Source: an optimization exercise on an open RTL-to-GDS flow (aim: small area, a short achievable clock period and few clock cycles). Production flows keep margins and buffers that such runs may drop. Only simulation tests tie the RTL to the original design; equivalence was not proved. Power figures rest on the tool's default switching activity, not on a simulated workload.

## Core
module Core (
    clk,
    rst,
    init_PC,
    imem_addr,
    imem_rdata,
    dmem_addr,
    dmem_we,
    dmem_wdata,
    dmem_rdata,
    halted
);
clock: 4.0 ns
lec_check: 0
abc_area: 1
abc_clock_period_in_ps: 1900
cap_margin: 20
core_margin: 2
core_utilization: 60
cts_buf_list: sky130_fd_sc_hd__clkbuf_4 sky130_fd_sc_hd__clkbuf_8
setup_slack_margin: 2.0
slew_margin: 20
tns_end_percent: 5
standard.sh (not shown) runs the stock make flow with config.mk's settings and CLKGATE_MAP_FILE= SYNTH_SCRIPT=/design/flow/synth_recipe.tcl, a recipe that flattens the netlist after the stock synthesis.
==> flow/flow/run.sh <==
#!/bin/bash
# The standard layout (the standard.sh), except that the port buffers
# are sky130_fd_sc_hd__buf_1 cells rather than the delay buffers that
# buffer_ports picks by default. make's full output goes to standard.log;
# ORFS keeps each step's own log under orfs/logs/.
set -euo pipefail
export BUFFER_PORTS_ARGS="-buffer_cell sky130_fd_sc_hd__buf_1"
bash standard.sh > standard.log 2>&1
The baseline finished with timing, DRC and antenna clean.
Testbench counts at the start, summed over its fixed seeds: cycles 36,554.
Edit:
--- a/flow/config.mk
+++ b/flow/config.mk
@@ -12,5 +12,6 @@
 export CORE_UTILIZATION = 60
 export CTS_BUF_LIST = sky130_fd_sc_hd__clkbuf_4 sky130_fd_sc_hd__clkbuf_8
+export GPL_TIMING_DRIVEN = 0
 export SETUP_SLACK_MARGIN = 2.0
 export SLEW_MARGIN = 20
-export TNS_END_PERCENT = 5
+export TNS_END_PERCENT = 30
Sequential power hardly moves.
Flip-flop and latch count stays the same.
Critical path depth does not change.
Power is about the same.
Via count barely changes.
Area after synthesis does not change.
Cell area rises by 1.1%.
Routed wire length climbs by 1.1%.
Hold slack loses 3.4 ps.
Edit:
--- a/flow/config.mk
+++ b/flow/config.mk
@@ -12,5 +12,5 @@
 export CORE_UTILIZATION = 60
 export CTS_BUF_LIST = sky130_fd_sc_hd__clkbuf_4 sky130_fd_sc_hd__clkbuf_8
-export GPL_TIMING_DRIVEN = 0
+export PLACE_DENSITY = 0.75
 export SETUP_SLACK_MARGIN = 2.0
 export SLEW_MARGIN = 20
The new run ran to the end with no violations.
Cell count fell by 1.8%.
Fmax fell by 2.3%.
Worst hold slack gains 7.2 ps.
Non-clock buffer count fell by 14.
Worst setup slack loses 46 ps.
Die area is unchanged.
Wire length rose by 2.4%.
Power rose by 3.4%.
Synthesized area stays the same.
Utilization fell by 0.92 points.
Edit:
--- a/flow/config.mk
+++ b/flow/config.mk
@@ -10,7 +10,6 @@
 export CAP_MARGIN = 20
 export CORE_MARGIN = 2
-export CORE_UTILIZATION = 60
+export CORE_UTILIZATION = 50
 export CTS_BUF_LIST = sky130_fd_sc_hd__clkbuf_4 sky130_fd_sc_hd__clkbuf_8
-export PLACE_DENSITY = 0.75
 export SETUP_SLACK_MARGIN = 2.0
 export SLEW_MARGIN = 20
Effect: Synthesized area is unchanged. Via count fell by a few percent. Non-clock buffer count rose by 1. Worst setup slack gets better by 28 ps. Cell area rose slightly.
Edit:
--- a/flow/config.mk
+++ b/flow/config.mk
@@ -7,8 +7,8 @@
 export LEC_CHECK = 0
 export ABC_AREA = 1
-export ABC_CLOCK_PERIOD_IN_PS = 1900
+export ABC_CLOCK_PERIOD_IN_PS = 1500
 export CAP_MARGIN = 20
 export CORE_MARGIN = 2
-export CORE_UTILIZATION = 50
+export CORE_UTILIZATION = 60
 export CTS_BUF_LIST = sky130_fd_sc_hd__clkbuf_4 sky130_fd_sc_hd__clkbuf_8
 export SETUP_SLACK_MARGIN = 2.0
The new run went through all stages and came out clean.
Setup slack gets better by 11 ps.
Core utilization rises by 11 points.
Final area barely changes.
Clock-buffer cell count decreases by 3.
Die area drops by about 16%.
Fmax goes up by about 0.54%.
Sequential share of layout area grows by 0.13 points.
Routed wire length is lower by 7.5%.

* * *

Another version of the RTL of Core (not shown whole).
Size in the first run: about 56 I/O pins, ~0.0051 mm² of cells after synthesis.
clock: 4.0 ns
lec_check: 0
abc_clock_period_in_ps: 2500
cap_margin: 20
core_margin: 2
core_utilization: 65
cts_buf_list: sky130_fd_sc_hd__clkbuf_4 sky130_fd_sc_hd__clkbuf_8
setup_slack_margin: 1.5
slew_margin: 20
run.sh (not shown) runs the stock make flow with config.mk's settings and CLKGATE_MAP_FILE= SYNTH_SCRIPT=/design/flow/synth_recipe.tcl, a recipe that flattens the netlist after the stock synthesis.
Stock flow here: none of the scripts above is used.
Testbench counts at the start, summed over its fixed seeds: cycles 39,427.
==> next run, changes <==
Settings changed: CORE_UTILIZATION 65 to 40, CTS_BUF_LIST sky130_fd_sc_hd__clkbuf_4 sky130_fd_sc_hd__clkbuf_8 to not set.
=> The changed run finished with timing, DRC and antenna clean; via count goes down slightly; final area rises by a few percent; synthesized area stays the same; global-route usage fell by 9.5 points; wire length climbs by roughly a tenth; sequential share of layout area shrinks by 1.1 points; count of clock-buffer cells in the layout does not change; hold slack loses 0.0093 ns; combinational power stays flat; power rises by a few percent; non-clock buffer count does not change.
==> next run, changes <==
==> flow/flow/run.sh (new file) <==
#!/bin/bash
# The standard layout (the standard.sh), except that the port buffers
# are sky130_fd_sc_hd__buf_1 cells rather than the delay buffers that
# buffer_ports picks by default. make's full output goes to standard.log;
# ORFS keeps each step's own log under orfs/logs/.
set -euo pipefail
export BUFFER_PORTS_ARGS="-buffer_cell sky130_fd_sc_hd__buf_1"
bash standard.sh > standard.log 2>&1
==> flow/standard.sh (new file) <==
#!/bin/bash
# synth_recipe.tcl (not shown) runs the flow's synth.tcl, then flattens the netlist and writes it again
# the make line also repeats each setting of config.mk as NAME=value (left out here)
make -C /OpenROAD-flow-scripts/flow DESIGN_CONFIG=/design/flow/config.mk WORK_HOME=/design/flow/orfs CLKGATE_MAP_FILE= SYNTH_SCRIPT=/design/flow/synth_recipe.tcl "${@:-finish}"
Settings changed: ABC_CLOCK_PERIOD_IN_PS 2500 to 1500, SETUP_SLACK_MARGIN 1.5 to 2.5.
removed: flow/run.sh
Outcome:
- The changed run completed with no timing, DRC or antenna violations
- area after synthesis does not change
- global-route usage climbs by 2.6 points
- combinational power climbs by 46%
- final cell count climbs by 11%
- worst hold slack gains 0.017 ns
- count of clock-buffer cells in the layout is unchanged
- die area does not change
- clock power climbs by 10%
- via count climbs by 12%
- non-clock buffer count climbs by 77
- fmax climbs by 24%
==> next run, changes <==
Settings changed: ABC_CLOCK_PERIOD_IN_PS 1500 to 1800, CORE_UTILIZATION 40 to 60, CTS_BUF_LIST set to sky130_fd_sc_hd__clkbuf_4 sky130_fd_sc_hd__clkbuf_8, SETUP_SLACK_MARGIN 2.5 to 2.0.
Result:
- wire length fell by 18%
- design area fell by 23%
- sequential cell count stays the same
- setup slack got worse by 0.099 ns
- clock power fell by 32%
- worst hold slack hardly moves
- sequential power stays flat
- synthesized area stays the same
- utilization rose by 10 points
==> next run, changes <==
Settings changed: ABC_CLOCK_PERIOD_IN_PS 1800 to 2500, CORE_UTILIZATION 60 to 40, CTS_BUF_LIST sky130_fd_sc_hd__clkbuf_4 sky130_fd_sc_hd__clkbuf_8 to not set, SETUP_SLACK_MARGIN 2.0 to 1.5.
The changed run ran to the end with no violations; design area went up by about 1.2%; wire length went up by about 2.5%; register-to-register slack is worse by 0.26 ns; die area went up by about 50%; total power went up by 15%; sequential share of layout area went down by 0.98 points; hold slack is worse by 0.0080 ns.
==> next run, changes <==
Settings changed: ABC_CLOCK_PERIOD_IN_PS 2500 to 1800, SETUP_SLACK_MARGIN 1.5 to 2.0.
The changed run finished clean; global-route usage stays flat; final area goes up by 3.0%; clock skew barely changes; flip-flop and latch count does not change; routed wire length goes up by 1.6%; maximum frequency goes up by 14%; combinational power goes up by about 3%; die area does not change; area after synthesis is unchanged; hold slack improves by 0.0065 ns.

-- what the ideal ports hide --
The results above use ideal ports. As a check the final layouts listed here were re-extracted and re-timed, cells and wires unchanged. Step 1 sets driving cells, clkbuf_16 on the clock port and buf_2 on the other inputs (assumed; they add their load-dependent delay and slew). Step 2 adds t to the input delays and takes it off the output delays; t is the mean of the earliest and latest rising clock arrival at the registers after step 1. Input paths then give back, and output paths get back, about the clock's delay inside the block. a / b / c = ideal ports / drivers / drivers and shift; a / b = the first two.
run | shift t [ns] | setup slack, ns | worst hold slack (ns)
the first run of note 1 | 0.408 | 1.946 / 1.911 / 1.632 | 0.521 / 0.521 / 0.521
the second run of note 1 | 0.389 | 2.000 / 1.977 / 1.748 | 0.517 / 0.517 / 0.517
the third run of note 1 | 0.402 | 1.954 / 1.918 / 1.684 | 0.524 / 0.524 / 0.524
the fourth run of note 1 | 0.402 | 1.982 / 1.977 / 1.593 | 0.531 / 0.529 / 0.531
the fifth run of note 1 | 0.403 | 1.993 / 1.973 / 1.638 | 0.523 / 0.523 / 0.523
the first run of note 2 | 0.388 | 1.603 / 1.613 / 1.226 | 0.516 / 0.516 / 0.516
the second run of note 2 | 0.389 | 1.650 / 1.655 / 1.281 | 0.507 / 0.507 / 0.507
the third run of note 2 | 0.403 | 2.102 / 2.102 / 1.960 | 0.523 / 0.523 / 0.523
the fourth run of note 2 | 0.413 | 2.003 / 2.003 / 1.765 | 0.522 / 0.522 / 0.522
the fifth run of note 2 | 0.388 | 1.745 / 1.745 / 1.658 | 0.514 / 0.514 / 0.514
the sixth run of note 2 | 0.388 | 2.014 / 2.014 / 1.732 | 0.520 / 0.520 / 0.520
After both steps every run listed still meets setup and hold. The setup slack of the fourth run of note 1, which loses most, moves by -0.005 ns with the drivers and by -0.389 ns with both steps.
